Source: an optimization exercise on an open RTL-to-GDS flow (aim: small area). Production flows keep margins and buffers that such runs may drop.
Function was checked by simulation only, so behaviour that the tests miss may differ from the original.
Power figures rest on the tool's default switching activity, not on a simulated workload.

File: flow/design.v
module top(
      clk,
      rst,
      srx_c,
      srx_d,
      pwm_a,
      pwm_b,
      led1,
      led2,
      led3,
      led4,
      led5,
      led6,
      output_switch0,
      output_switch1,
      output_switch2,
      output_switch3,
      output0_from_A,
      output1_from_A,
      output2_from_A,
      output3_from_A,
      output0_from_B,
      output1_from_B,
      output2_from_B,
      output3_from_B,
      sw0,
      sw1,
      sw2,
      reset_CPUA_pad,
      reset_CPUB_pad,
      power_on_A_pad,
      power_on_B_pad,
      GPIO_A,
      GPIO_B
    );
input clk;
input rst;
input srx_c;
input srx_d;
input pwm_a;
input pwm_b;
output led1;
output led2;
output led3;
output led4;
output led5;
output led6;
output GPIO_A;
output GPIO_B;
output sw0;
output sw1;
output sw2;
output reset_CPUA_pad;
output reset_CPUB_pad;
output power_on_A_pad;
output power_on_B_pad;
output [7:0] output_switch0;
output [7:0] output_switch1;
output [7:0] output_switch2;
output [7:0] output_switch3;
input  [7:0] output0_from_A;
input  [7:0] output1_from_A;
input  [7:0] output2_from_A;
input  [7:0] output3_from_A;
input  [7:0] output0_from_B;
input  [7:0] output1_from_B;
input  [7:0] output2_from_B;
input  [7:0] output3_from_B;
wire switch;
wire io_a, io_b;
wire error, debug_mode;
wire reset_A, reset_B;
wire pwr_A, pwr_B;
reg [7:0] os0, os1, os2, os3;
always @(posedge clk) begin
  os0 <= switch ? output0_from_B : output0_from_A;
  os1 <= switch ? output1_from_B : output1_from_A;
  os2 <= switch ? output2_from_B : output2_from_A;
  os3 <= switch ? output3_from_B : output3_from_A;
end
assign output_switch0 = os0;
assign output_switch1 = os1;
assign output_switch2 = os2;
assign output_switch3 = os3;
assign {sw0, sw1, sw2} = {switch, switch, switch};
assign led1 = switch;
assign led2 = ~switch;
assign GPIO_A = ~switch;
assign GPIO_B = switch;
assign led3 = ~io_a;
assign led4 = ~io_b;
assign led5 = ~error;
assign led6 = ~debug_mode;
assign reset_CPUA_pad = reset_A;
assign reset_CPUB_pad = reset_B;
assign power_on_A_pad = pwr_A;
assign power_on_B_pad = pwr_B;
sc_pulse pulse_a(.clk(clk), .rst(rst), .pwm(pwm_a), .io(io_a));
sc_pulse pulse_b(.clk(clk), .rst(rst), .pwm(pwm_b), .io(io_b));
reg en;
always @(posedge clk)
  if (rst) en <= 1'b0;
  else     en <= ~en;
wire       pop;
wire       push_a, push_b;
wire       nz_a, nz_b;
wire [7:0] head_a, head_b;
sc_rx rx_a(.clk(clk), .rst(rst), .en(en), .srx(srx_c), .pop(pop),
           .push(push_a), .nz(nz_a), .head(head_a));
sc_rx rx_b(.clk(clk), .rst(rst), .en(en), .srx(srx_d), .pop(pop),
           .push(push_b), .nz(nz_b), .head(head_b));
localparam [13:0] IDLE_T = 14'd12160;    
reg [13:0] ca, cb;
reg        toa, tob, cto_d, sel;
reg [9:0]  na, nb;
wire       cto   = toa & tob;
wire       sat_a = (ca & IDLE_T) == IDLE_T;
wire       sat_b = (cb & IDLE_T) == IDLE_T;
always @(posedge clk)
  if (rst) begin
    ca <= 14'd0; cb <= 14'd0;
    na <= 10'd0; nb <= 10'd0;
    toa <= 1'b0; tob <= 1'b0;
    cto_d <= 1'b0;
    sel <= 1'b0;
  end else begin
    cto_d <= cto;
    if (push_a) begin ca <= 14'd0; na <= na + 1'b1; end
    else if (!sat_a) ca <= ca + 1'b1;
    if (push_b) begin cb <= 14'd0; nb <= nb + 1'b1; end
    else if (!sat_b) cb <= cb + 1'b1;
    toa <= sat_a;
    tob <= sat_b;
    if (cto_d) begin na <= 10'd0; nb <= 10'd0; end
    if (cto) begin
      if (na > nb) sel <= 1'b0;
      if (na < nb) sel <= 1'b1;
    end
  end
wire       data_flag = sel ? nz_b : nz_a;
wire [7:0] byte_in   = sel ? head_b : head_a;
reg       dfd;
reg [1:0] cyc;
reg       popr;
assign pop = popr;
always @(posedge clk)
  if (rst) begin
    dfd <= 1'b0; cyc <= 2'd0; popr <= 1'b0;
  end else begin
    dfd  <= data_flag;
    popr <= data_flag & cto_d & (cyc == 2'd2);
    if (data_flag & cto_d)
      cyc <= (cyc == 2'd2) ? 2'd0 : cyc + 1'b1;
  end
reg  [4:0] cnt;
reg  [4:0] step;
reg        crst;
wire       rd_en = step[0] & (step <= 5'd17);
wire       do_wr = popr & ~cnt[4];
wire       do_rd = rd_en & (cnt != 5'd0);
always @(posedge clk)
  if (rst | crst) cnt <= 5'd0;
  else if (do_wr & ~do_rd) cnt <= cnt + 1'b1;
  else if (do_rd & ~do_wr) cnt <= cnt - 1'b1;
reg  [1:0] hdr;     
reg  [7:0] sum;     
reg  [3:0] cls;     
wire       acc = do_wr & (step == 5'd0) & ~crst & ~cnt[3];
reg  [3:0] enc;
always @* begin
  case (byte_in)
    8'h0a: enc = 4'b0000;
    8'h0b: enc = 4'b0001;
    8'hab: enc = 4'b0010;
    8'hba: enc = 4'b0011;
    8'h55: enc = 4'b0100;
    8'haa: enc = 4'b0101;
    8'h44: enc = 4'b0110;
    8'hbb: enc = 4'b0111;
    8'ha0: enc = 4'b1000;
    8'hb0: enc = 4'b1010;
    8'h11: enc = 4'b1100;
    8'h22: enc = 4'b1101;
    default: enc = 4'b1111;
  endcase
end
always @(posedge clk)
  if (acc)
    case (cnt[2:0])
      3'd0: hdr[0] <= (byte_in == 8'heb);
      3'd1: hdr[1] <= (byte_in == 8'h90);
      3'd2: sum <= byte_in;
      3'd3: begin
              sum <= sum + byte_in;
              cls <= (byte_in == 8'hab) ? 4'b0000 : 4'b1111;
            end
      3'd4: begin
              sum <= sum + byte_in;
              cls <= (&cls) ? 4'b1111 : enc;
            end
      3'd5: sum <= sum + byte_in;
      3'd6: sum <= sum | (byte_in ^ 8'h09);
      3'd7: sum <= sum | (byte_in ^ 8'hd7);
    endcase
wire trig  = cto_d & ~data_flag & dfd;
wire valid = (sum == 8'd0);
wire g0    = (cls[3:2] == 2'b00);
wire g1    = (cls[3:2] == 2'b01);
wire g2    = (cls[3:2] == 2'b10);
wire condreq = g2 | (g1 & ~cls[0]);
reg  act;
reg  err_r, dbg_r;
assign error      = err_r;
assign debug_mode = dbg_r;
always @(posedge clk)
  if (rst) begin
    step <= 5'd0; crst <= 1'b0; err_r <= 1'b0; dbg_r <= 1'b0; act <= 1'b0;
  end else begin
    act <= 1'b0;
    case (step)
      5'd0: begin
              crst <= trig & (cnt != 5'd8);
              if (trig & (cnt == 5'd8)) step <= 5'd1;
            end
      5'd2: if (hdr[0]) step <= 5'd3;
            else begin step <= 5'd21; crst <= 1'b1; err_r <= 1'b1; end
      5'd4: if (hdr[1]) step <= 5'd5;
            else begin step <= 5'd21; crst <= 1'b1; err_r <= 1'b1; end
      5'd20: begin
              step <= 5'd0;
              crst <= 1'b1;
              err_r <= ~valid;
              act <= valid & (~condreq | (switch ^ cls[1]));
              if (valid & (cls == 4'b1100)) dbg_r <= 1'b1;
              if (valid & (cls == 4'b1101)) dbg_r <= 1'b0;
            end
      5'd21: step <= 5'd0;
      default: step <= step + 1'b1;
    endcase
  end
wire force_swi = act & g0;
wire cmd_swi   = cls[0];
wire reset_a_flag = act & ((g0 & cls[1]) | (g2 & ~cls[1]));
wire reset_b_flag = act & ((g0 & cls[1]) | (g2 & cls[1]));
wire fpc_A  = act & g1 & ~cls[1];
wire fpc_B  = act & g1 & cls[1];
wire cpw_A  = cls[0];
wire cpw_B  = cls[0];
localparam [13:0] RST_T = 14'd10000;
reg        rsa, rsb;
reg [13:0] ka, kb;
wire       done_a = (ka & RST_T) == RST_T;
wire       done_b = (kb & RST_T) == RST_T;
assign reset_A = rsa;
assign reset_B = rsb;
always @(posedge clk)
  if (rst) begin
    rsa <= 1'b0; rsb <= 1'b0; ka <= 14'd0; kb <= 14'd0;
  end else begin
    ka <= rsa ? ka + 1'b1 : 14'd0;
    kb <= rsb ? kb + 1'b1 : 14'd0;
    if (done_a) rsa <= 1'b0; else if (reset_a_flag) rsa <= 1'b1;
    if (done_b) rsb <= 1'b0; else if (reset_b_flag) rsb <= 1'b1;
  end
localparam [14:0] FAIL_T = 15'd20000;
reg        cur_A, cur_B, nxt_A, nxt_B, afl, bfl, fda, fdb, sw_r;
reg [14:0] fa, fb;
wire       a_fail = (fa & FAIL_T) == FAIL_T;
wire       b_fail = (fb & FAIL_T) == FAIL_T;
wire       a_ff = ((~io_a & cur_A) | afl) & ~debug_mode;
wire       b_ff = ((~io_b & cur_B) | bfl) & ~debug_mode;
assign switch = sw_r;
assign pwr_A = cur_A;
assign pwr_B = cur_B;
always @(posedge clk)
  if (rst) begin
    cur_A <= 1'b1; cur_B <= 1'b0;
    nxt_A <= 1'b1; nxt_B <= 1'b0;
    afl <= 1'b0; bfl <= 1'b0;
    fda <= 1'b0; fdb <= 1'b0;
    fa <= 15'd0; fb <= 15'd0;
    sw_r <= 1'b0;
  end else begin
    cur_A <= nxt_A;
    cur_B <= nxt_B;
    fda <= fpc_A;
    fdb <= fpc_B;
    if (a_ff & ~fpc_A & ~fda & ~debug_mode) begin if (!a_fail) fa <= fa + 1'b1; end
    else fa <= 15'd0;
    if (b_ff & ~fpc_B & ~fdb & ~debug_mode) begin if (!b_fail) fb <= fb + 1'b1; end
    else fb <= 15'd0;
    if (force_swi) sw_r <= cmd_swi;
    else if (~a_fail & b_fail) sw_r <= 1'b0;
    else if (a_fail & ~b_fail) sw_r <= 1'b1;
    if (fpc_A | fpc_B | fda | fdb) begin
      if (fpc_A | fda) begin afl <= 1'b0; nxt_A <= cpw_A; end
      if (fpc_B | fdb) begin bfl <= 1'b0; nxt_B <= cpw_B; end
    end else if (~a_fail & b_fail) begin
      nxt_B <= 1'b0; nxt_A <= 1'b1; bfl <= 1'b1;
    end else if (a_fail & ~b_fail) begin
      nxt_A <= 1'b0; nxt_B <= 1'b1; afl <= 1'b1;
    end
  end
endmodule
module sc_pulse(clk, rst, pwm, io);
input  clk;
input  rst;
input  pwm;
output io;
reg        d1, d2, st, st1, st2;
reg [10:0] tc;           
reg        rok, fok;     
reg        io_r;
wire rise = d1 & ~d2;
wire fall = ~d1 & d2;
wire rin  = (tc >= 11'd950) & (tc <= 11'd1050);
wire fin  = (tc >= 11'd450) & (tc <= 11'd550);
assign io = io_r;
always @(posedge clk)
  if (rst) begin
    d1 <= 1'b0; d2 <= 1'b0; st <= 1'b0; st1 <= 1'b0; st2 <= 1'b0;
    tc <= 11'd0; rok <= 1'b0; fok <= 1'b0; io_r <= 1'b1;
  end else begin
    d1 <= pwm;
    d2 <= d1;
    st1 <= st;
    st2 <= st1;
    if (rise) st <= ~st;
    if (st & fall) fok <= fin;
    if (st & rise) rok <= rin;
    if (~st2) begin rok <= 1'b0; fok <= 1'b0; end
    if (~st1) tc <= 11'd0;
    else if (st & ~(&tc)) tc <= tc + 1'b1;
    if (~st1) io_r <= rok & fok;
  end
endmodule
module sc_rx(clk, rst, en, srx, pop, push, nz, head);
input        clk;
input        rst;
input        en;
input        srx;
input        pop;
output       push;
output       nz;
output [7:0] head;
reg s1, s2;
always @(posedge clk)
  if (rst) begin s1 <= 1'b0; s2 <= 1'b0; end
  else begin s1 <= srx; s2 <= s1; end
localparam [2:0] IDLE = 3'd0, START = 3'd1, PREP = 3'd2, BIT = 3'd3,
                 ENDB = 3'd4, STOP = 3'd5, PUSH = 3'd6;
reg [2:0] st;
reg [3:0] rc;
reg [2:0] bc;
reg [7:0] sh;
reg       ferr;
reg       rpush;
wire      rc7 = (rc == 4'd7);
wire      rc0 = (rc == 4'd0);
wire [3:0] rcm = rc - 1'b1;
always @(posedge clk)
  if (rst) begin
    st <= IDLE; rpush <= 1'b0;
  end else if (en) begin
    case (st)
      IDLE:  begin rpush <= 1'b0; rc <= 4'd14; if (!s2) st <= START; end
      START: begin rpush <= 1'b0; if (rc7) st <= s2 ? IDLE : PREP; rc <= rcm; end
      PREP:  begin bc <= 3'd7; if (rc0) st <= BIT; rc <= rcm; end
      BIT:   begin if (rc0) st <= ENDB; if (rc7) sh <= {s2, sh[7:1]}; rc <= rcm; end
      ENDB:  begin
               if (bc == 3'd0) st <= STOP;
               else begin st <= BIT; bc <= bc - 1'b1; end
               rc <= 4'd14;
             end
      STOP:  begin if (rc7) begin ferr <= ~s2; st <= PUSH; end rc <= rcm; end
      PUSH:  if (s2) begin rpush <= 1'b1; st <= IDLE; end
             else if (~ferr) begin rpush <= 1'b1; rc <= 4'd14; st <= START; end
      default: st <= IDLE;
    endcase
  end
assign push = rpush & ~en;
reg [7:0] mem [0:15];
reg [3:0] top, bot;
reg       full;
assign nz   = full | (top != bot);
assign head = mem[bot];
always @(posedge clk)
  if (push & ~full) mem[top] <= sh;
always @(posedge clk)
  if (rst) begin
    top <= 4'd0; bot <= 4'd0; full <= 1'b0;
  end else
    case ({push, pop})
      2'b10: if (~full) begin
               top <= top + 1'b1;
               if (top + 4'd1 == bot) full <= 1'b1;
             end
      2'b01: if (nz) begin bot <= bot + 1'b1; full <= 1'b0; end
      2'b11: begin top <= top + 1'b1; bot <= bot + 1'b1; end
      default: ;
    endcase
endmodule
File: flow/run.sh
#!/bin/bash
# synth_recipe.tcl (not shown) runs the flow's synth.tcl, then flattens the netlist and writes it again
# the make line also repeats each setting of config.mk as NAME=value (left out here)
make -C /OpenROAD-flow-scripts/flow DESIGN_CONFIG=/design/flow/config.mk WORK_HOME=/design/flow/orfs CLKGATE_MAP_FILE= SYNTH_SCRIPT=/design/flow/synth_recipe.tcl finish
File: flow/constraint.sdc
create_clock -name core_clock -period 8.0 [get_ports {clk}]
set_input_delay 1.6000 -clock core_clock [delete_from_list [all_inputs] [get_ports {clk}]]
set_output_delay 1.6000 -clock core_clock [all_outputs]
set_load 0.01 [all_outputs]
File: flow/config.mk
export PLATFORM = sky130hd
export DESIGN_NAME = top
export DESIGN_NICKNAME = top
export VERILOG_FILES = /design/flow/design.v
export SDC_FILE = /design/flow/constraint.sdc
export NUM_CORES = 4
export LEC_CHECK = 0
export CAP_MARGIN = 20
export CORE_MARGIN = 2
export CORE_UTILIZATION = 40
export PLACE_DENSITY = 0.6
export SLEW_MARGIN = 20
==> results of run 1 <==
## flip-flops by register name, indices dropped and copies added (netlist names), 10 cells and up, named ones only
register / cells
rx_a.mem: 128
rx_b.mem: 128
fa: 15
fb: 15
ca: 14
cb: 14
ka: 14
kb: 14
pulse_a.tc: 11
pulse_b.tc: 11
na: 10
nb: 10
## worst max-delay path: cells and delay by family, from the launching register on
| family | cells | cell delay [ps] |
|---|---|---|
| fa+ha+maj | 1 | 230 |
| simple gates | 2 | 680 |
| buf+inv | 2 | 510 |
| flops | 1 | 710 |
| compound gates | 8 | 1680 |
| mux | 2 | 680 |
## cell type report
class | count | area [µm²]
clock buffers | 75 | 1640
clock inverters | 31 | 305
repair buffers | 131 | 1270
well taps | 773 | 967
fillers | 5207 | 31400
multi-input cells | 1313 | 9010
inverters | 76 | 290
flip-flops and latches | 550 | 14000
## layer usage
metal / up-vias / global-route usage [%] / wire length [µm]
met4: 0 / 4.31 / 967
met5: - / 0 / 0
met1: 7562 / 22.6 / 23300
met3: 78 / 2.61 / 2300
met2: 331 / 27.0 / 24400
li1: 7528 / - / -
## logic make-up after synthesis
| logic type | after synthesis | share of synthesized area (%) |
|---|---|---|
| fa+ha+maj | 60 | 3.22 |
| buf+inv | 168 | 3.13 |
| simple gates | 717 | 14.7 |
| flops | 550 | 59.0 |
| xor+xnor | 145 | 5.34 |
| compound gates | 254 | 6.72 |
| mux | 137 | 7.94 |
## cells in the mapped netlist, types with 3 or more instances
library cell  instances  area (µm²)
edfxtp_1            302        9070
dfxtp_1             248        4960
nor2_1              238         893
nand2_1             131         492
a21oi_1              89         445
nand3_1              86         430
xor2_1               83         727
inv_1                69         259
mux2i_1              65         651
xnor2_1              62         543
clkbuf_1             59         221
ha_1                 58         726
nor3_1               56         280
o21ai_0              47         235
nand4_1              40         250
mux2_2               36         405
nor2b_1              35         219
and3_1               33         206
mux4_2               30         676
a22oi_1              23         173
nand2b_1             23         144
a31oi_1              20         125
a211oi_1             18         135
or3_1                14        87.6
buf_2                12        60.1
a311oi_1             11        96.3
nor4_1               11        68.8
a21o_1               10        75.1
or2_2                10        62.6
buf_4                 9        67.6
and2_1                8        50.1
and4_1                8        70.1
mux4_1                6         158
nor3b_1               6        45.0
buf_6                 5        56.3
buf_1                 4        15.0
inv_2                 4        15.0
nand3b_1              4        30.0
o211ai_1              4        30.0
o31a_1                4        35.0
a22o_1                3        26.3
a41oi_1               3        26.3
o2111ai_1             3        26.3
## path summary, 6_finish.rpt
check / end / slack, ps
worst min-delay path: rx_a.s2 / 430
worst max-delay path: sum[7] / 3250
worst min register to register: rx_a.s2 / 430
worst max register to register: sum[7] / 3250
## where the power goes
part           internal, µW  switching, µW
clock network          1610           1100
registers              2980           27.3
logic                  98.7           93.2
total                  4680           1220
## per-stage QoR
stage | std cells | power [µW] | setup WS, ps
2_1_floorplan | 2031 | 3170 | 4260
3_3_place_gp | 2843 | 3250 | 3310
3_5_place_dp | 2843 | 3260 | 3230
4_1_cts | 2949 | 5970 | 3260
5_1_grt | 2949 | 6110 | 2820
6_report | 2949 | 5900 | 3250
==> summary.txt, run 1 <==
status: timing/DRC/antenna clean
Core Util, Final: 46.7%
Antenna Nets Post-Route: 0
Synth Register Bits: 550
CP Cell Sequence: buf_4, mux4_2, mux2i_1, nor2_1, nor4_4, inv_4, ha_1, a21o_1, a21oi_1, o21ai_0, a21oi_1, o21ai_0, a221o_1, o21ai_0, o211ai_1
Final nets: 2260
post-DR wirelength/cell: 17.3 µm
antenna violations before repair: 0
Setup crit start kind: flip-flop
maximum VDD drop: 0.000151 V
CTS buffer count: 58
root buffer cell: clkbuf_16
Post-route DRC: 0
most frequent CP cell: o21ai_0
first-pass GRT wire length: 80800 µm
H-Tree Depth: 2
DP Wirelength: 34700 µm
diode count: 0
grt total ovfl: 0
CP Capture Type: flip-flop
layout cell share with drive strength beyond 1: 9.47%
HP Class: reg -> reg
Die ar.: 61400 µm²
Final Hold Vio Count: 0
number of global-route vias before repair: 15132
Synth cell types: 72
Post-synth EDFFs: 302
Area Overhead vs Synth: 15.7%
Mean Syn Cell Area: 11.7 µm²
worst path required time: 8340 ps
cells after synthesis: 2031
LEAKAGE: 0.00916 µW
clk buf depth: 3
warning count from the yosys run: 3
GRT Util Overall: 16.4%
DRT Pass-1 Iters: 5
drt total wl: 51000 µm
largest net degree at the start of global routing: 52
RSZ-0062 raised after global routing: no
hold depth: 1
leading cell type in the layout, fill and taps excluded: edfxtp_1
setup_tns: 0 ps
worst skew pair latency: 610 ps
core footprint: 58900 µm²
post-synthesis sequential area ratio: 59.0%
PwrDens: 214 nW/µm²
FFs w/ async S/R, synth: 0%
CP peak stage delay: 710 ps
DR iter-0 viols: 997
fin area: 27500 µm²
syn nets: 2161
Post-CTS Hold Fix Bufs: 0
Top Ports: 117
CP Data Arrival Time: 5090 ps
Tcrit/Tclk final: 59.4%
clk slew on worst S/H paths: 60 ps
Die X: 248 µm
ys flop type: edfxtp_1
clock sink total: 550
reg2reg path depth: 15
slowest CP cell: dfxtp_1
final hold slack: 432 ps
Rows: 89
Pins Over Slew Limit: 0
GPL Wtd Cong: 0.863
Final Setup Violations: 0
vias per cell: 5.26
Initial Utilization: 40.4%
Max Clk Rate: 211 MHz
relative slew slack: 25.9%
CTS tree: yes
Port-buffer cells: 116
setup bufs post-CTS: 0
Post-CTS Resized: 0
skew final: 28.1 ps
most frequent cells in the layout: edfxtp_1, dfxtp_1, nor2_1
Vias: 15499
max cap viols: 0
die span in y: 248 µm
actual slew at the worst max-slew pin: 1110 ps
worst-path fanout max: 20
area post-placement: 25600 µm²
critical path type: reg -> reg
Tmin final: 4750 ps
Netlist Area Pre-Place: 23800 µm²
start point of the worst min-delay path: rx_a.s1
==> run 2, diff against run 1 <==
--- a/flow/design.v
+++ b/flow/design.v
@@ -110,26 +110,27 @@
 sc_rx rx_b(.clk(clk), .rst(rst), .en(en), .srx(srx_d), .pop(pop),
            .push(push_b), .nz(nz_b), .head(head_b));
-localparam [13:0] IDLE_T = 14'd12160;    
-reg [13:0] ca, cb;
+localparam [14:0] IDLE_HIT = 15'b001010011111011;    
+reg [14:0] la, lb;
+reg        fla, flb;
 reg        toa, tob, cto_d, sel;
 reg [9:0]  na, nb;
-wire       cto   = toa & tob;
-wire       sat_a = (ca & IDLE_T) == IDLE_T;
-wire       sat_b = (cb & IDLE_T) == IDLE_T;
+wire       cto = toa & tob;
+always @(posedge clk) begin
+  la  <= (rst | push_a) ? 15'd0 : {la[13:0], ~(la[14] ^ la[13])};
+  lb  <= (rst | push_b) ? 15'd0 : {lb[13:0], ~(lb[14] ^ lb[13])};
+  fla <= ~rst & ~push_a & (fla | (la == IDLE_HIT));
+  flb <= ~rst & ~push_b & (flb | (lb == IDLE_HIT));
+  toa <= ~rst & fla;
+  tob <= ~rst & flb;
+end
 always @(posedge clk)
   if (rst) begin
-    ca <= 14'd0; cb <= 14'd0;
     na <= 10'd0; nb <= 10'd0;
-    toa <= 1'b0; tob <= 1'b0;
     cto_d <= 1'b0;
     sel <= 1'b0;
   end else begin
     cto_d <= cto;
-    if (push_a) begin ca <= 14'd0; na <= na + 1'b1; end
-    else if (!sat_a) ca <= ca + 1'b1;
-    if (push_b) begin cb <= 14'd0; nb <= nb + 1'b1; end
-    else if (!sat_b) cb <= cb + 1'b1;
-    toa <= sat_a;
-    tob <= sat_b;
+    if (push_a) na <= na + 1'b1;
+    if (push_b) nb <= nb + 1'b1;
     if (cto_d) begin na <= 10'd0; nb <= 10'd0; end
     if (cto) begin
@@ -247,27 +248,40 @@
 wire cpw_A  = cls[0];
 wire cpw_B  = cls[0];
-localparam [13:0] RST_T = 14'd10000;
-reg        rsa, rsb;
+localparam [13:0] RST_HIT = 14'b01100001001011;    
+reg        rsa, rsb, dla, dlb;
 reg [13:0] ka, kb;
-wire       done_a = (ka & RST_T) == RST_T;
-wire       done_b = (kb & RST_T) == RST_T;
+wire       eq_a   = (ka == RST_HIT);
+wire       eq_b   = (kb == RST_HIT);
+wire       done_a = eq_a | dla;
+wire       done_b = eq_b | dlb;
 assign reset_A = rsa;
 assign reset_B = rsb;
+always @(posedge clk) begin
+  ka  <= (rst | ~rsa) ? 14'd0 : {ka[12:0], ~(ka[13] ^ ka[12])};
+  kb  <= (rst | ~rsb) ? 14'd0 : {kb[12:0], ~(kb[13] ^ kb[12])};
+  dla <= ~rst & eq_a;
+  dlb <= ~rst & eq_b;
+end
 always @(posedge clk)
   if (rst) begin
-    rsa <= 1'b0; rsb <= 1'b0; ka <= 14'd0; kb <= 14'd0;
+    rsa <= 1'b0; rsb <= 1'b0;
   end else begin
-    ka <= rsa ? ka + 1'b1 : 14'd0;
-    kb <= rsb ? kb + 1'b1 : 14'd0;
     if (done_a) rsa <= 1'b0; else if (reset_a_flag) rsa <= 1'b1;
     if (done_b) rsb <= 1'b0; else if (reset_b_flag) rsb <= 1'b1;
   end
-localparam [14:0] FAIL_T = 15'd20000;
+localparam [14:0] FAIL_HIT = 15'b010001011110011;    
 reg        cur_A, cur_B, nxt_A, nxt_B, afl, bfl, fda, fdb, sw_r;
 reg [14:0] fa, fb;
-wire       a_fail = (fa & FAIL_T) == FAIL_T;
-wire       b_fail = (fb & FAIL_T) == FAIL_T;
+reg        a_fail, b_fail;
 wire       a_ff = ((~io_a & cur_A) | afl) & ~debug_mode;
 wire       b_ff = ((~io_b & cur_B) | bfl) & ~debug_mode;
+wire       a_cnt = a_ff & ~fpc_A & ~fda & ~debug_mode;
+wire       b_cnt = b_ff & ~fpc_B & ~fdb & ~debug_mode;
+always @(posedge clk) begin
+  fa <= (rst | ~a_cnt) ? 15'd0 : {fa[13:0], ~(fa[14] ^ fa[13])};
+  fb <= (rst | ~b_cnt) ? 15'd0 : {fb[13:0], ~(fb[14] ^ fb[13])};
+  a_fail <= ~rst & a_cnt & (a_fail | (fa == FAIL_HIT));
+  b_fail <= ~rst & b_cnt & (b_fail | (fb == FAIL_HIT));
+end
 assign switch = sw_r;
 assign pwr_A = cur_A;
@@ -279,5 +293,4 @@
     afl <= 1'b0; bfl <= 1'b0;
     fda <= 1'b0; fdb <= 1'b0;
-    fa <= 15'd0; fb <= 15'd0;
     sw_r <= 1'b0;
   end else begin
@@ -286,8 +299,4 @@
     fda <= fpc_A;
     fdb <= fpc_B;
-    if (a_ff & ~fpc_A & ~fda & ~debug_mode) begin if (!a_fail) fa <= fa + 1'b1; end
-    else fa <= 15'd0;
-    if (b_ff & ~fpc_B & ~fdb & ~debug_mode) begin if (!b_fail) fb <= fb + 1'b1; end
-    else fb <= 15'd0;
     if (force_swi) sw_r <= cmd_swi;
     else if (~a_fail & b_fail) sw_r <= 1'b0;
@@ -314,6 +323,8 @@
 wire rise = d1 & ~d2;
 wire fall = ~d1 & d2;
-wire rin  = (tc >= 11'd950) & (tc <= 11'd1050);
-wire fin  = (tc >= 11'd450) & (tc <= 11'd550);
+localparam [10:0] P_LO = 11'd950, P_HI = 11'd1050;    
+localparam [10:0] D_LO = 11'd450, D_HI = 11'd550;     
+wire rin  = (tc >= P_LO) & (tc <= P_HI);
+wire fin  = (tc >= D_LO) & (tc <= D_HI);
 assign io = io_r;
 always @(posedge clk)
--- a/flow/config.mk
+++ b/flow/config.mk
@@ -9,4 +9,5 @@
 export CORE_MARGIN = 2
 export CORE_UTILIZATION = 40
+export CTS_BUF_LIST = sky130_fd_sc_hd__clkbuf_2 sky130_fd_sc_hd__clkbuf_4 sky130_fd_sc_hd__clkbuf_8
 export PLACE_DENSITY = 0.6
 export SLEW_MARGIN = 20
==> summary.txt, run 2 <==
maximum VDD drop: 0.000117 V
CP Capture Type: flip-flop
DP Wirelength: 32400 µm
Final nets: 2188
Post-route DRC: 0
Max Clk Rate: 216 MHz
post-synthesis mux area share: 7.50%
Clk pwr share: 44.5%
internal power: 4560 µW
Reg area: 14200 µm²
skew final: 31.0 ps
Synth top cells by count: edfxtp_1, dfxtp_1, nor2_1
area of the multi-input gates: 8310 µm²
Post-Synth Adder-Cell Area: 3.08%
reg2reg setup slack: 3370 ps
cell with the most instances after synthesis: edfxtp_1
drt total wl: 48800 µm
Initial Utilization: 40.4%
CTS buffer count: 94
DRT Pass-1 Iters: 5
total power: 5810 µW
syn nets: 2050
net switching power figure: 1250 µW
PwrDens: 216 nW/µm²
Final Setup Violations: 0
Pins Over Slew Limit: 0
relative slew slack: 26.9%
Synth cell types: 84
combinational share of power: 3.2%
core footprint: 57600 µm²
start point of the worst min-delay path: fb[8]
Top Ports: 117
post-DR wirelength/cell: 16.8 µm
Fillers: 5169
area leader, netlist: edfxtp_1
layout cell share with drive strength beyond 1: 11.4%
most frequent cells in the layout: edfxtp_1, dfxtp_1, nor2_1
Tcrit/Tclk final: 57.9%
grt total ovfl: 0
cells after synthesis: 1924
Synth Register Bits: 558
setup_tns: 0 ps
Area Overhead vs Synth: 15.9%
leading cell type in the layout, fill and taps excluded: edfxtp_1
Place WS: 3470 ps
Die ar.: 60100 µm²
clk slew on worst S/H paths: 60 ps
LEAKAGE: 0.00909 µW
GPL Wtd Cong: 0.894
setup bufs post-CTS: 0
XOR/XNOR Fraction of Synth Area: 3.32%
HP Class: reg -> reg
Synth top area share: 39.0%
post-synthesis sequential area ratio: 61.1%
clk buf depth: 3
ys flop type: edfxtp_1
first-pass GRT wire length: 77800 µm
Post-synth EDFFs: 302
Netlist Area Pre-Place: 23200 µm²
main area contributors after synthesis: edfxtp_1, dfxtp_1, mux2i_1
Post-CTS Resized: 0
final hold slack: 440 ps
RSZ-0062 raised after global routing: no
worst path required time: 8380 ps
Vias: 14753
CP Data Arrival Time: 5010 ps
number of global-route vias before repair: 14775
DR iter-0 viols: 708
Core Util, Final: 46.8%
Setup crit start kind: flip-flop
critical path type: reg -> reg
largest registers: rx_a.mem: 128 flops, rx_b.mem: 128 flops
Tmin final: 4630 ps
GRT Util Overall: 16.1%
FFs w/ async S/R, synth: 0%
Post-CTS Hold Fix Bufs: 0
simple-gate area share of the yosys netlist: 14.2%
largest net degree at the start of global routing: 77
Mean Syn Cell Area: 12.1 µm²
root buffer cell: clkbuf_8
worst-path fanout max: 34
status: timing/DRC/antenna clean
actual slew at the worst max-slew pin: 1100 ps
compound-cell area share of the yosys netlist: 7.59%
Final Hold Vio Count: 0
worst setup margin: 3370 ps
die span in y: 245 µm
Rows: 88
clock sink total: 558
worst skew pair latency: 670 ps
Reg power frac: 52.3%
vias per cell: 5.08
max cap viols: 0
antenna violations before repair: 1
Antenna Nets Post-Route: 0
Port-buffer cells: 116
CTS tree: yes
H-Tree Depth: 3
Die X: 245 µm
warning count from the yosys run: 3
Net Sw Frac: 21.5%
largest family of logic cells by synthesized area: simple AND/OR/NAND/NOR gates
run 2: power groups by stage:
stage                     registers [µW]  clock network [µW]  logic [µW]
final                               3040                2590         185
after global routing                3040                2800         206
after CTS                           3040                2660         186
after detailed placement            3100                   0         184
after global placement              3100                   0         183
after floorplan                     3100                   0         105
run 2: stage by stage:
stage	std cells	area, µm²
global route	2905	26900
finish	2905	26900
CTS	2904	26900
global placement	2731	25000
detailed placement	2731	25000
floorplan	1924	23200
run 2: critical path: stages, from the launching register on:
cell,delay (ps)
dfxtp_2,1000
nor2b_1,530
a22o_1,250
a21oi_1,70
a211oi_2,430
inv_1,220
ha_1,370
a21oi_1,220
o21bai_1,90
a21oi_1,230
o21ai_0,240
nand2b_1,160
a21bo_2,140
o221ai_1,90
a32oi_1,180
o21ai_0,120
run 2: worst paths after layout:
kind | to | cells after the start
max | sum[7] | 15
min | fb[9] | 1
max reg2reg | sum[7] | 15
min reg2reg | fb[9] | 1
run 2: logic make-up after synthesis:
family / after synthesis
xor+xnor: 88
fa+ha+maj: 56
buf+inv: 152
mux: 165
simple gates: 643
flops: 558
compound gates: 262
run 2: cell type report:
type / instances / share of cell area [%]
antenna: 1 / 0.00929
clock buffer: 133 / 6.35
clock inverter: 40 / 0.920
inverter: 61 / 0.850
multi-input combinational: 1214 / 30.8
sequential: 558 / 52.7
tap: 765 / 3.55
timing repair buffer: 133 / 4.77
run 2: metal layers:
metal / vias up / wire (µm) / track usage, %
met5: - / 0 / 0
met1: 7115 / 21900 / 21.3
met4: 0 / 1200 / 6.12
met3: 78 / 2620 / 3.07
li1: 7206 / - / -
met2: 354 / 23000 / 26.3
==> run 3, diff against run 2 <==
--- a/flow/config.mk
+++ b/flow/config.mk
@@ -9,5 +9,4 @@
 export CORE_MARGIN = 2
 export CORE_UTILIZATION = 40
-export CTS_BUF_LIST = sky130_fd_sc_hd__clkbuf_2 sky130_fd_sc_hd__clkbuf_4 sky130_fd_sc_hd__clkbuf_8
 export PLACE_DENSITY = 0.6
 export SLEW_MARGIN = 20
==> summary.txt, run 3 <==
status: timing/DRC/antenna clean
diode count: 0
Tcrit/Tclk final: 57.2%
Synth top cells by count: edfxtp_1, dfxtp_1, nor2_1
cells after synthesis: 1924
vias per cell: 5.11
worst path required time: 8370 ps
Die ar.: 60100 µm²
Synth top area share: 39.0%
reg2reg setup slack: 3420 ps
H-Tree Depth: 2
Top Ports: 117
CP Data Arrival Time: 4950 ps
layout cell share with drive strength beyond 1: 9.06%
final hold slack: 444 ps
relative slew slack: 25.6%
Synth cell types: 84
setup_tns: 0 ps
post-synthesis mux area share: 7.50%
fin area: 27200 µm²
leading cell type in the layout, fill and taps excluded: edfxtp_1
Post-Synth Adder-Cell Area: 3.08%
most frequent cells in the layout: edfxtp_1, dfxtp_1, nor2_1
simple-gate area share of the yosys netlist: 14.2%
root buffer cell: clkbuf_16
DRT Pass-1 Iters: 5
Area Overhead vs Synth: 16.9%
post-synthesis sequential area ratio: 61.1%
Final Setup Violations: 0
die span in y: 245 µm
largest net degree at the start of global routing: 77
antenna violations before repair: 0
worst skew pair latency: 640 ps
clk slew on worst S/H paths: 60 ps
CTS tree: yes
Final nets: 2153
XOR/XNOR Fraction of Synth Area: 3.32%
FFs w/ async S/R, synth: 0%
grt total ovfl: 0
Die X: 245 µm
largest family of logic cells by synthesized area: simple AND/OR/NAND/NOR gates
LEAKAGE: 0.00913 µW
DP Wirelength: 32400 µm
drt total wl: 48400 µm
main area contributors after synthesis: edfxtp_1, dfxtp_1, mux2i_1
Initial Utilization: 40.4%
Vias: 14507
Mean Syn Cell Area: 12.1 µm²
GPL Wtd Cong: 0.894
Antenna Nets Post-Route: 0
Port-buffer cells: 116
Final Hold Vio Count: 0
setup bufs post-CTS: 0
CTS buffer count: 59
PwrDens: 229 nW/µm²
worst-path fanout max: 34
largest registers: rx_a.mem: 128 flops, rx_b.mem: 128 flops
maximum VDD drop: 0.000157 V
RSZ-0062 raised after global routing: no
HP Class: reg -> reg
number of global-route vias before repair: 14440
critical path type: reg -> reg
ys flop type: edfxtp_1
max cap viols: 0
actual slew at the worst max-slew pin: 1120 ps
CP Capture Type: flip-flop
post-DR wirelength/cell: 17.0 µm
cell with the most instances after synthesis: edfxtp_1
area post-placement: 25000 µm²
clk buf depth: 3
clock sink total: 558
first-pass GRT wire length: 77100 µm
Post-synth EDFFs: 302
Post-CTS Hold Fix Bufs: 0
core footprint: 57600 µm²
Max Clk Rate: 218 MHz
area leader, netlist: edfxtp_1
Netlist Area Pre-Place: 23200 µm²
Rows: 88
Synth Register Bits: 558
warning count from the yosys run: 3
compound-cell area share of the yosys netlist: 7.59%
Setup crit start kind: flip-flop
Tmin final: 4580 ps
DR iter-0 viols: 844
GRT Util Overall: 15.9%
Core Util, Final: 47.2%
Pins Over Slew Limit: 0
Post-CTS Resized: 0
syn nets: 2050
Post-route DRC: 0
skew final: 28.6 ps
## run 3: cell type report
type	count	area [µm²]
well taps	765	957
inverters	61	229
clock inverters	32	487
multi-input cells	1214	8310
fillers	5094	30400
repair buffers	133	1290
flip-flops and latches	558	14200
clock buffers	78	1700
## run 3: logic make-up (layout without fill, tap and decap cells)
kind of cell / Yosys count / after routing
AND/OR/NAND/NOR: 643 / 643
flip-flops: 558 / 558
AO/OA/AOI/OAI: 262 / 262
multiplexers: 165 / 165
buffers and inverters: 152 / 304
XOR/XNOR: 88 / 88
adder cells (fa/ha/maj): 56 / 56
## run 3: worst max-delay path, cell delays in order, from the launching register on
cell      delay (ps)
dfxtp_2         1010
nor2b_1          550
a22oi_1          180
nand3_1          110
o41ai_1          110
nor3_2           590
inv_1            240
ha_1             380
a21oi_1          230
o21ai_0          230
nand2b_1         160
a21bo_2          130
o221ai_1          90
a32oi_1          170
o21ai_0          120
## run 3: final timing paths
check,from,endpoint,cells after the start
hold reg to reg,rx_a.s1,rx_a.s2,1
setup reg to reg,flip-flop,sum[7],14
setup / recovery,flip-flop,sum[7],14
hold / removal,rx_a.s1,rx_a.s2,1
## run 3: stage by stage
| step | cells | worst slack [ps] | total power, µW |
|---|---|---|---|
| after global routing | 2841 | 3060 | 6450 |
| after global placement | 2731 | 3610 | 3280 |
| after detailed placement | 2731 | 3470 | 3290 |
| after floorplan | 1924 | 4360 | 3200 |
| final | 2841 | 3420 | 6230 |
| after CTS | 2841 | 3460 | 6310 |
## run 3: per-layer routing
metal  up-vias  wire length [µm]  track usage (%)
li1       7129                 -                -
met3        80              2130             2.94
met5         -                 0                0
met1      7001             22200             21.5
met2       297             22700             25.8
met4         0              1360             5.20
## run 3: power by group
group | switching (µW) | leakage [µW] | total (µW) | internal [µW]
Sequential | 23.6 | 0.00477 | 3040 | 3020
Combinational | 89.0 | 0.00328 | 185 | 95.9
Clock | 1150 | 0.00108 | 3010 | 1860
==> run 4, diff against run 3 <==
--- a/flow/design.v
+++ b/flow/design.v
@@ -111,16 +111,24 @@
            .push(push_b), .nz(nz_b), .head(head_b));
 localparam [14:0] IDLE_HIT = 15'b001010011111011;    
-reg [14:0] la, lb;
+localparam [14:0] PM15 = 15'b010101010101010;
+localparam [13:0] PM14 = 14'b10101010101010;
+reg [14:0] la, lb;       
 reg        fla, flb;
-reg        toa, tob, cto_d, sel;
+reg        cto, cto_d, sel;    
 reg [9:0]  na, nb;
-wire       cto = toa & tob;
+function [14:0] lfsr15;
+  input [14:0] x;
+  lfsr15 = {x[13:0], ~(x[14] ^ x[13])};
+endfunction
+function [13:0] lfsr14;
+  input [13:0] x;
+  lfsr14 = {x[12:0], ~(x[13] ^ x[12])};
+endfunction
 always @(posedge clk) begin
-  la  <= (rst | push_a) ? 15'd0 : {la[13:0], ~(la[14] ^ la[13])};
-  lb  <= (rst | push_b) ? 15'd0 : {lb[13:0], ~(lb[14] ^ lb[13])};
-  fla <= ~rst & ~push_a & (fla | (la == IDLE_HIT));
-  flb <= ~rst & ~push_b & (flb | (lb == IDLE_HIT));
-  toa <= ~rst & fla;
-  tob <= ~rst & flb;
+  la  <= ((rst | push_a) ? 15'd0 : lfsr15(la ^ PM15)) ^ PM15;
+  lb  <= ((rst | push_b) ? 15'd0 : lfsr15(lb ^ PM15)) ^ PM15;
+  fla <= ~rst & ~push_a & (fla | (la == (IDLE_HIT ^ PM15)));
+  flb <= ~rst & ~push_b & (flb | (lb == (IDLE_HIT ^ PM15)));
+  cto <= ~rst & fla & flb;
 end
 always @(posedge clk)
@@ -250,7 +258,7 @@
 localparam [13:0] RST_HIT = 14'b01100001001011;    
 reg        rsa, rsb, dla, dlb;
-reg [13:0] ka, kb;
-wire       eq_a   = (ka == RST_HIT);
-wire       eq_b   = (kb == RST_HIT);
+reg [13:0] ka, kb;       
+wire       eq_a   = (ka == (RST_HIT ^ PM14));
+wire       eq_b   = (kb == (RST_HIT ^ PM14));
 wire       done_a = eq_a | dla;
 wire       done_b = eq_b | dlb;
@@ -258,6 +266,6 @@
 assign reset_B = rsb;
 always @(posedge clk) begin
-  ka  <= (rst | ~rsa) ? 14'd0 : {ka[12:0], ~(ka[13] ^ ka[12])};
-  kb  <= (rst | ~rsb) ? 14'd0 : {kb[12:0], ~(kb[13] ^ kb[12])};
+  ka  <= ((rst | ~rsa) ? 14'd0 : lfsr14(ka ^ PM14)) ^ PM14;
+  kb  <= ((rst | ~rsb) ? 14'd0 : lfsr14(kb ^ PM14)) ^ PM14;
   dla <= ~rst & eq_a;
   dlb <= ~rst & eq_b;
@@ -272,5 +280,5 @@
 localparam [14:0] FAIL_HIT = 15'b010001011110011;    
 reg        cur_A, cur_B, nxt_A, nxt_B, afl, bfl, fda, fdb, sw_r;
-reg [14:0] fa, fb;
+reg [14:0] fa, fb;       
 reg        a_fail, b_fail;
 wire       a_ff = ((~io_a & cur_A) | afl) & ~debug_mode;
@@ -279,8 +287,8 @@
 wire       b_cnt = b_ff & ~fpc_B & ~fdb & ~debug_mode;
 always @(posedge clk) begin
-  fa <= (rst | ~a_cnt) ? 15'd0 : {fa[13:0], ~(fa[14] ^ fa[13])};
-  fb <= (rst | ~b_cnt) ? 15'd0 : {fb[13:0], ~(fb[14] ^ fb[13])};
-  a_fail <= ~rst & a_cnt & (a_fail | (fa == FAIL_HIT));
-  b_fail <= ~rst & b_cnt & (b_fail | (fb == FAIL_HIT));
+  fa <= ((rst | ~a_cnt) ? 15'd0 : lfsr15(fa ^ PM15)) ^ PM15;
+  fb <= ((rst | ~b_cnt) ? 15'd0 : lfsr15(fb ^ PM15)) ^ PM15;
+  a_fail <= ~rst & a_cnt & (a_fail | (fa == (FAIL_HIT ^ PM15)));
+  b_fail <= ~rst & b_cnt & (b_fail | (fb == (FAIL_HIT ^ PM15)));
 end
 assign switch = sw_r;
@@ -363,6 +371,5 @@
 reg [2:0] st;
 reg [3:0] rc;
-reg [2:0] bc;
-reg [7:0] sh;
+reg [8:0] sh;       
 reg       ferr;
 reg       rpush;
@@ -377,11 +384,7 @@
       IDLE:  begin rpush <= 1'b0; rc <= 4'd14; if (!s2) st <= START; end
       START: begin rpush <= 1'b0; if (rc7) st <= s2 ? IDLE : PREP; rc <= rcm; end
-      PREP:  begin bc <= 3'd7; if (rc0) st <= BIT; rc <= rcm; end
-      BIT:   begin if (rc0) st <= ENDB; if (rc7) sh <= {s2, sh[7:1]}; rc <= rcm; end
-      ENDB:  begin
-               if (bc == 3'd0) st <= STOP;
-               else begin st <= BIT; bc <= bc - 1'b1; end
-               rc <= 4'd14;
-             end
+      PREP:  begin sh <= 9'h100; if (rc0) st <= BIT; rc <= rcm; end
+      BIT:   begin if (rc0) st <= ENDB; if (rc7) sh <= {s2, sh[8:1]}; rc <= rcm; end
+      ENDB:  begin st <= sh[0] ? STOP : BIT; rc <= 4'd14; end
       STOP:  begin if (rc7) begin ferr <= ~s2; st <= PUSH; end rc <= rcm; end
       PUSH:  if (s2) begin rpush <= 1'b1; st <= IDLE; end
@@ -397,5 +400,5 @@
 assign head = mem[bot];
 always @(posedge clk)
-  if (push & ~full) mem[top] <= sh;
+  if (push & ~full) mem[top] <= sh[8:1];
 always @(posedge clk)
   if (rst) begin
--- a/flow/config.mk
+++ b/flow/config.mk
@@ -9,4 +9,7 @@
 export CORE_MARGIN = 2
 export CORE_UTILIZATION = 40
+export CTS_BUF_LIST = sky130_fd_sc_hd__clkbuf_8
+export CTS_CLUSTER_DIAMETER = 50
+export CTS_CLUSTER_SIZE = 14
 export PLACE_DENSITY = 0.6
 export SLEW_MARGIN = 20
==> summary.txt, run 4 <==
slowest CP cell: dfxtp_2
cell with the most instances after synthesis: edfxtp_1
Post-Synth Adder-Cell Area: 2.97%
Mean Syn Cell Area: 12.2 µm²
largest net degree at the start of global routing: 64
Post-synth EDFFs: 298
antenna violations before repair: 2
area leader, netlist: edfxtp_1
CTS buffer count: 59
Final nets: 2100
first-pass GRT wire length: 76900 µm
grt total ovfl: 0
Port-buffer cells: 116
status: timing/DRC/antenna clean
warning count from the yosys run: 3
DRT Pass-1 Iters: 5
DR iter-0 viols: 970
skew final: 50.3 ps
HP Class: reg -> reg
CP Cell Sequence: buf_4, mux4_2, a22oi_1, nand4_1, ha_1, fa_1, a21o_1, a21oi_1, o21bai_1, a21oi_1, xor2_1, o21ai_0, a221oi_1, a21boi_0
main area contributors after synthesis: edfxtp_1, dfxtp_1, mux4_2
FFs w/ async S/R, synth: 0%
Clk pwr share: 38.4%
Post-CTS Hold Fix Bufs: 0
setup_tns: 0 ps
worst setup margin: 3140 ps
Synth cell types: 80
post-DR wirelength/cell: 17.1 µm
family with the most delay on the worst path: compound AO/OA/AOI/OAI gates
Rows: 87
RSZ-0062 raised after global routing: no
Synth top area share: 39.1%
Top Ports: 117
setup bufs post-CTS: 0
post-synthesis sequential area ratio: 61.5%
cells after synthesis: 1867
root buffer cell: clkbuf_8
worst path bufs/invs: 1
post-synthesis mux area share: 8.72%
Netlist Area Pre-Place: 22900 µm²
fin area: 26000 µm²
Tcrit/Tclk final: 60.8%
die span in y: 243 µm
CTS tree: yes
GPL Wtd Cong: 0.838
CP Data Arrival Time: 5260 ps
Net Sw Frac: 22.7%
maximum VDD drop: 0.000138 V
worst-path fanout max: 24
Setup crit start kind: flip-flop
Post-CTS Resized: 0
Post-route DRC: 0
drt total wl: 47500 µm
relative slew slack: 27.1%
Final Hold Vio Count: 0
Vias: 14355
simple-gate area share of the yosys netlist: 14.4%
Antenna Nets Post-Route: 0
CP peak stage delay: 670 ps
vias per cell: 5.17
clock sink total: 553
reg2reg setup slack: 3140 ps
syn nets: 1990
number of global-route vias before repair: 14373
clk buf depth: 3
Synth Register Bits: 553
clk slew on worst S/H paths: 80 ps
combinational share of power: 3.6%
leading cell type in the layout, fill and taps excluded: edfxtp_1
internal power: 4020 µW
H-Tree Depth: 2
max cap viols: 0
Initial Utilization: 40.5%
CP Capture Type: flip-flop
LEAKAGE: 0.00866 µW
critical path type: reg -> reg
most frequent cells in the layout: edfxtp_1, dfxtp_1, nor2_1
Place WS: 3090 ps
net switching power figure: 1180 µW
Die X: 243 µm
compound-cell area share of the yosys netlist: 6.29%
Reg power frac: 57.9%
worst path required time: 8400 ps
Final Setup Violations: 0
ys flop type: edfxtp_1
largest family of logic cells by synthesized area: simple AND/OR/NAND/NOR gates
DP Wirelength: 32300 µm
Tmin final: 4860 ps
Pins Over Slew Limit: 0
Fillers: 5074
worst skew pair latency: 700 ps
Area Overhead vs Synth: 13.6%
most frequent CP cell: a21oi_1
layout cell share with drive strength beyond 1: 11.0%
GRT Util Overall: 16.0%
area post-placement: 24700 µm²
XOR/XNOR Fraction of Synth Area: 3.29%
Max Clk Rate: 206 MHz
core footprint: 56500 µm²
PwrDens: 200 nW/µm²
actual slew at the worst max-slew pin: 1090 ps
largest registers: rx_a.mem: 128 flops, rx_b.mem: 128 flops
Synth top cells by count: edfxtp_1, dfxtp_1, nor2_1
Die ar.: 59100 µm²
[run 4: cell count changes in the layout (fill, tap and decap cells not counted), moves of 43 or more]
cell       delta
and2_1       -68
clkbuf_16    -62
clkbuf_8     +54
mux2i_1      -74
mux4_2       +43
nor2_1       +52
[run 4: power by group through the flow]
stage	Combinational [µW]	Clock (µW)	Sequential, µW
final	189	2000	3010
after detailed placement	190	0	3080
after CTS	191	2070	3010
after floorplan	113	0	3070
after global placement	188	0	3080
after global routing	212	2170	3020
[run 4: final timing paths]
check                           startpoint     end  cells past startpoint
worst min register to register      la[12]  la[13]                      1
worst max register to register   flip-flop  sum[6]                     14
worst max-delay path             flip-flop  sum[6]                     14
worst min-delay path                la[12]  la[13]                      1
[run 4: per-stage QoR]
stage | power [µW] | hold WS [ps] | instances | utilization, %
floorplan | 3180 | 353 | 1867 | -
global placement | 3270 | 359 | 2672 | 43.7
detailed placement | 3270 | 361 | 2672 | 43.7
CTS | 5270 | 380 | 2777 | 46.0
global route | 5400 | 395 | 2778 | 46.0
finish | 5200 | 374 | 2778 | 46.0
[run 4: cells by family after synthesis]
| kind of cell | Yosys count |
|---|---|
| AO/OA/AOI/OAI | 216 |
| XOR/XNOR | 86 |
| adder cells (fa/ha/maj) | 53 |
| buffers and inverters | 145 |
| flip-flops | 553 |
| multiplexers | 136 |
| AND/OR/NAND/NOR | 678 |
[run 4: final cells by class]
type	instances	area [µm²]	area share [%]
tap	756	946	3.64
clock buffer	63	867	3.34
multi-input combinational	1169	8160	31.4
timing repair buffer	133	1290	4.95
antenna	1	2.50	0.00963
inverter	61	229	0.881
clock inverter	42	434	1.67
sequential	553	14100	54.1
[run 4: layer usage]
layer / up-vias / GRT usage, % / share of wire [%]
met2: 298 / 26.9 / 48
met3: 87 / 2.36 / 4.2
met1: 7012 / 21.3 / 46
met5: - / 0 / 0
met4: 0 / 5.05 / 2.4
li1: 6958 / - / -
[run 4: worst reg2reg max path: cells and delay by family (launching register included)]
kind | cells | cell delay (ps)
and+or+nand+nor | 1 | 460
adders and majority gates | 2 | 830
muxes | 1 | 560
AOI/OAI and AO/OA | 8 | 1360
DFF | 1 | 670
buffers and inverters | 1 | 510
xor gates and xnor gates | 1 | 190
==> run 5, diff against run 4 <==
--- a/flow/config.mk
+++ b/flow/config.mk
@@ -9,7 +9,7 @@
 export CORE_MARGIN = 2
 export CORE_UTILIZATION = 40
-export CTS_BUF_LIST = sky130_fd_sc_hd__clkbuf_8
+export CTS_BUF_LIST = sky130_fd_sc_hd__clkbuf_4
 export CTS_CLUSTER_DIAMETER = 50
-export CTS_CLUSTER_SIZE = 14
+export CTS_CLUSTER_SIZE = 8
 export PLACE_DENSITY = 0.6
 export SLEW_MARGIN = 20
==> summary.txt, run 5 <==
status: timing/DRC/antenna clean
HP Class: reg -> reg
Netlist Area Pre-Place: 22900 µm²
worst skew pair latency: 870 ps
Final nets: 2124
Initial Utilization: 40.5%
maximum VDD drop: 0.000126 V
CTS tree: yes
Synth cell types: 80
Final Hold Vio Count: 0
area post-placement: 24700 µm²
skew final: 61.4 ps
syn nets: 1990
CTS buffer count: 83
clk buf depth: 3
Pins Over Slew Limit: 0
actual slew at the worst max-slew pin: 1080 ps
RSZ-0062 raised after global routing: no
Vias: 14505
Max Clk Rate: 204 MHz
cell with the most instances after synthesis: edfxtp_1
Mean Syn Cell Area: 12.2 µm²
Top Ports: 117
LEAKAGE: 0.00859 µW
die span in y: 243 µm
max cap viols: 0
GPL Wtd Cong: 0.838
largest registers: rx_a.mem: 128 flops, rx_b.mem: 128 flops
area of the multi-input gates: 8160 µm²
Final Setup Violations: 0
grt total ovfl: 0
drt total wl: 47800 µm
Core Util, Final: 45.6%
worst path required time: 8560 ps
worst-path fanout max: 24
Setup crit start kind: flip-flop
Synth top cells by count: edfxtp_1, dfxtp_1, nor2_1
GRT Util Overall: 16.3%
post-DR wirelength/cell: 17.0 µm
warning count from the yosys run: 3
DR iter-0 viols: 975
Synth top area share: 39.1%
Post-CTS Hold Fix Bufs: 0
largest net degree at the start of global routing: 64
critical path type: reg -> reg
ys flop type: edfxtp_1
Area Overhead vs Synth: 12.8%
Post-CTS Resized: 0
first-pass GRT wire length: 77800 µm
H-Tree Depth: 3
Post-route DRC: 0
Fillers: 5142
FFs w/ async S/R, synth: 0%
leading cell type in the layout, fill and taps excluded: edfxtp_1
Rows: 87
Tmin final: 4900 ps
Post-synth EDFFs: 298
setup bufs post-CTS: 0
clock sink total: 553
relative slew slack: 27.8%
area leader, netlist: edfxtp_1
cells after synthesis: 1867
vias per cell: 5.16
start point of the worst min-delay path: fa[12]
post-synthesis sequential area ratio: 61.5%
root buffer cell: clkbuf_4
CP Data Arrival Time: 5460 ps
Die ar.: 59100 µm²
Tcrit/Tclk final: 61.2%
clk slew on worst S/H paths: 100 ps
setup_tns: 0 ps
main area contributors after synthesis: edfxtp_1, dfxtp_1, mux4_2
most frequent cells in the layout: edfxtp_1, dfxtp_1, nor2_1
Die X: 243 µm
core footprint: 56500 µm²
fin area: 25800 µm²
Reg area: 14100 µm²
antenna violations before repair: 3
DRT Pass-1 Iters: 5
number of global-route vias before repair: 14571
CP Capture Type: flip-flop
Antenna Nets Post-Route: 0
Port-buffer cells: 116
DP Wirelength: 32300 µm
Synth Register Bits: 553
layout cell share with drive strength beyond 1: 12.8%
PwrDens: 195 nW/µm²
run 5: cell counts after synthesis:
No cell type changed its count.
run 5: cells by family after synthesis:
family,after synthesis,share of synthesized area (%)
xor+xnor,86,3.29
fa+ha+maj,53,2.97
mux,136,8.72
flops,553,61.5
simple gates,678,14.4
buf+inv,145,2.89
compound gates,216,6.29
run 5: final cells by class:
cell class	instances	share of cell area (%)
Sequential cell	553	54.5
Multi-Input combinational cell	1169	31.6
Timing Repair Buffer	133	4.99
Tap cell	756	3.67
Clock buffer	121	3.52
Inverter	61	0.888
Clock inverter	13	0.694
Antenna cell	6	0.0582
run 5: through the flow:
stage          instances  total power, µW  worst slack, ps  hold slack (ps)
2_1_floorplan       1867             3180             4300              353
3_3_place_gp        2672             3270             3130              359
3_5_place_dp        2672             3270             3090              361
4_1_cts             2806             5090             3040              361
5_1_grt             2812             5220             2550              364
6_report            2812             5020             3100              365
run 5: where the power goes:
part | internal, µW | switching (µW) | total (µW)
clock network | 822 | 991 | 1810
logic | 97.9 | 91.2 | 189
registers | 2990 | 25.5 | 3010
total | 3910 | 1110 | 5020
run 5: path summary, 6_finish.rpt:
path / slack, ps / depth (start not counted) / to
setup / recovery: 3100 / 14 / sum[6]
hold / removal: 370 / 1 / fa[13]
setup reg to reg: 3100 / 14 / sum[6]
hold reg to reg: 370 / 1 / fa[13]
run 5: critical path: stages, from the launching register on:
cell and delay [ps]:
dfxtp_2 670, buf_4 500, mux4_2 560, a22oi_1 240, nand4_1 450, ha_1 410
fa_1 420, a21o_1 170, a21oi_1 240, o21bai_1 100, a21oi_1 170, xor2_1 190
o21ai_0 90, a221oi_1 250, a21boi_0 120
run 5: layer usage:
| layer | global-route usage [%] | part of all wire [%] | vias up |
|---|---|---|---|
| met2 | 26.8 | 48 | 316 |
| li1 | - | - | 7029 |
| met5 | 0 | 0 | - |
| met3 | 3.22 | 4.4 | 102 |
| met1 | 21.6 | 46 | 7058 |
| met4 | 5.34 | 2.4 | 0 |
==> run 6, diff against run 5 <==
==> flow/flow/run.sh (new file) <==
#!/bin/bash
# Own layout flow: the standard flow (standard.sh) with three ORFS
# variables changed:
#   - port buffers use the smallest buffer cell (buf_1);
#   - clock tree: clkbuf_4 leaf clusters of at most 10 sinks, no dummy loads;
#   - global route recovers power (downsizes cells) on all paths with slack.
# Everything else (synthesis, floorplan, power grid, taps, routing) is the
# standard flow's. The full make output goes to flow_make.log here.
set -uo pipefail
bash standard.sh \
  "BUFFER_PORTS_ARGS=-buffer_cell sky130_fd_sc_hd__buf_1" \
  "CTS_ARGS=-sink_clustering_enable -repair_clock_nets -dont_use_dummy_load -buf_list sky130_fd_sc_hd__clkbuf_4 -sink_clustering_size 10 -sink_clustering_max_diameter 50" \
  "RECOVER_POWER=100" \
  finish > flow_make.log 2>&1
status=$?
tail -n 30 flow_make.log
exit $status
==> flow/standard.sh (new file) <==
#!/bin/bash
# synth_recipe.tcl (not shown) runs the flow's synth.tcl, then flattens the netlist and writes it again
# the make line also repeats each setting of config.mk as NAME=value (left out here)
make -C /OpenROAD-flow-scripts/flow DESIGN_CONFIG=/design/flow/config.mk WORK_HOME=/design/flow/orfs CLKGATE_MAP_FILE= SYNTH_SCRIPT=/design/flow/synth_recipe.tcl "${@:-finish}"
--- a/flow/config.mk
+++ b/flow/config.mk
@@ -9,7 +9,4 @@
 export CORE_MARGIN = 2
 export CORE_UTILIZATION = 40
-export CTS_BUF_LIST = sky130_fd_sc_hd__clkbuf_4
-export CTS_CLUSTER_DIAMETER = 50
-export CTS_CLUSTER_SIZE = 8
 export PLACE_DENSITY = 0.6
 export SLEW_MARGIN = 20
removed: flow/run.sh
==> summary.txt, run 6 <==
RSZ-0062 raised after global routing: no
net switching power figure: 988 µW
leading cell type in the layout, fill and taps excluded: edfxtp_1
Clk pwr share: 28.8%
Tmin final: 5370 ps
LEAKAGE: 0.00789 µW
worst path required time: 8430 ps
cell with the most instances after synthesis: edfxtp_1
largest registers: rx_a.mem: 128 flops, rx_b.mem: 128 flops
HP Class: reg -> reg
CTS buffer count: 71
Area Overhead vs Synth: 6.91%
Final nets: 2112
Core Util, Final: 43.3%
Post-synth EDFFs: 298
worst path bufs/invs: 2
Reg power frac: 67.8%
Top Ports: 117
most frequent cells in the layout: edfxtp_1, dfxtp_1, nor2_1
largest net degree at the start of global routing: 53
Final Setup Violations: 0
FFs w/ async S/R, synth: 0%
Fillers: 5263
Rows: 87
maximum VDD drop: 0.0000893 V
relative slew slack: -52.6%
Initial Utilization: 40.5%
DR iter-0 viols: 978
CP Cell Sequence: buf_4, mux4_2, a22oi_1, and4_1, inv_1, ha_1, a21o_1, a21oi_1, o21bai_1, a21oi_1, o21ai_0, and4_1, a311oi_1, o211ai_1
total power: 4450 µW
Port-buffer cells: 116
warning count from the yosys run: 3
grt total ovfl: 0
Die X: 243 µm
area of the multi-input gates: 8150 µm²
Post-CTS Hold Fix Bufs: 0
number of global-route vias before repair: 14365
setup_tns: 0 ps
Synth top cells by count: edfxtp_1, dfxtp_1, nor2_1
Reg area: 14100 µm²
ys flop type: edfxtp_1
Max Clk Rate: 186 MHz
Synth top area share: 39.1%
core footprint: 56500 µm²
DP Wirelength: 31700 µm
clock sink total: 553
DRT Pass-1 Iters: 5
Antenna Nets Post-Route: 0
worst-path fanout max: 22
Mean Syn Cell Area: 12.2 µm²
Vias: 14373
Final Hold Vio Count: 0
CTS tree: yes
family with the most delay on the worst path: compound AO/OA/AOI/OAI gates
worst skew pair latency: 810 ps
Tcrit/Tclk final: 67.1%
root buffer cell: clkbuf_4
Post-CTS Resized: 0
clk slew on worst S/H paths: 110 ps
max cap viols: 5
Netlist Area Pre-Place: 22900 µm²
worst setup margin: 2630 ps
Place WS: 3070 ps
setup bufs post-CTS: 0
post-DR wirelength/cell: 17.0 µm
CP peak stage delay: 1110 ps
area leader, netlist: edfxtp_1
internal power: 3460 µW
die span in y: 243 µm
status: failed layout checks
PwrDens: 182 nW/µm²
antenna violations before repair: 4
post-synthesis sequential area ratio: 61.5%
Pins Over Slew Limit: 152
H-Tree Depth: 3
main area contributors after synthesis: edfxtp_1, dfxtp_1, mux4_2
vias per cell: 5.24
layout cell share with drive strength beyond 1: 9.11%
GPL Wtd Cong: 0.829
Synth Register Bits: 553
Setup crit start kind: flip-flop
skew final: 112 ps
Post-route DRC: 0
cells after synthesis: 1867
Synth cell types: 80
critical path type: reg -> reg
clk buf depth: 3
actual slew at the worst max-slew pin: 2290 ps
slowest CP cell: dfxtp_1
first-pass GRT wire length: 75400 µm
combinational share of power: 3.4%
CP Capture Type: flip-flop
syn nets: 1990
GRT Util Overall: 15.8%
Die ar.: 59100 µm²
drt total wl: 46700 µm
layout violations: capacitance limit, slew limit
CP Data Arrival Time: 5800 ps
Net Sw Frac: 22.2%
## run 6: cell counts after synthesis
No cell type changed its count.
## run 6: final cells by class
class                           instances  area share (%)
Sequential cell                       553            57.5
Multi-Input combinational cell       1169            33.3
Tap cell                              756            3.87
Clock buffer                           71            2.18
Timing Repair Buffer                  133            2.15
Inverter                               61           0.937
Antenna cell                            2          0.0205
## run 6: cell families after synthesis
logic type / count (synthesis) / share of synthesized area [%]
fa+ha+maj: 53 / 2.97
compound gates: 216 / 6.29
buf+inv: 145 / 2.89
mux: 136 / 8.72
simple gates: 678 / 14.4
flops: 553 / 61.5
xor+xnor: 86 / 3.29
## run 6: metal layers
metal  vias to the layer above  share of wire, %  GRT usage (%)
li1                       6974                 -              -
met1                      6972                45           21.2
met2                       322                47           25.8
met3                       103               4.8           3.10
met4                         2               2.9           5.32
met5                         -             0.032              0
## run 6: power by group through the flow
stage	Clock (µW)	Combinational, µW	Sequential (µW)
final	1280	153	3010
after global routing	1460	173	3020
after CTS	1360	155	3010
after detailed placement	0	154	3080
after global placement	0	152	3080
after floorplan	0	113	3070
## run 6: worst reg2reg max path: cells and delay by family (launching register included)
family | cells | cell delay [ps]
AO/OA/AOI/OAI | 8 | 1630
flip-flops | 1 | 1110
buffers and inverters | 2 | 710
AND/OR/NAND/NOR | 2 | 690
multiplexers | 1 | 580
adder cells (fa/ha/maj) | 1 | 310
## run 6: worst paths after layout
path,startpoint,slack [ps],depth (start not counted),to
setup reg to reg,flip-flop,2630,14,sum[7]
hold / removal,fb[10],370,1,fb[11]
hold reg to reg,fb[10],370,1,fb[11]
setup / recovery,flip-flop,2630,14,sum[7]
## run 6: metrics by stage
stage          instance area (µm²)  instances  hold WS [ps]
6_report                     24400       2745           373
5_1_grt                      24400       2745           401
4_1_cts                      24500       2743           379
3_5_place_dp                 24000       2672           367
3_3_place_gp                 24000       2672           360
2_1_floorplan                22900       1867           353

==> static timing again, ports no longer ideal <==
Ports are ideal in the flow. The routed layouts listed here were re-timed in OpenROAD. Step 1: set_driving_cell puts a clkbuf_16 on clk and a buf_2 on each other input, an assumption about the parent block. Step 2 adds t to the input delays and takes it off the output delays; t is the mean of the earliest and latest rising clock arrival at the registers after step 1. Input paths then give back, and output paths get back, about the clock's delay inside the block. Slacks: no drivers / after step 1 / after step 2; pairs: no drivers / after step 1.
| run | shift t [ns] | setup slack, ns | worst register clock-pin slew, ns | cell pins on the clock port's net |
|---|---|---|---|---|
| run 1 | 0.657 | 3.250 / 3.250 / 3.250 | 0.06 / 0.06 | 1 |
| run 2 | 0.703 | 3.369 / 3.369 / 3.369 | 0.07 / 0.07 | 1 |
| run 3 | 0.680 | 3.421 / 3.421 / 3.421 | 0.06 / 0.06 | 1 |
| run 4 | 0.726 | 3.136 / 3.136 / 3.136 | 0.10 / 0.10 | 1 |
| run 5 | 0.896 | 3.101 / 3.101 / 3.101 | 0.11 / 0.11 | 1 |
| run 6 | 0.806 | 2.631 / 2.631 / 1.981 | 0.11 / 0.11 | 1 |
The setup slack of run 6, which loses most, moves by 0.000 ns with the drivers and by -0.650 ns with both steps.
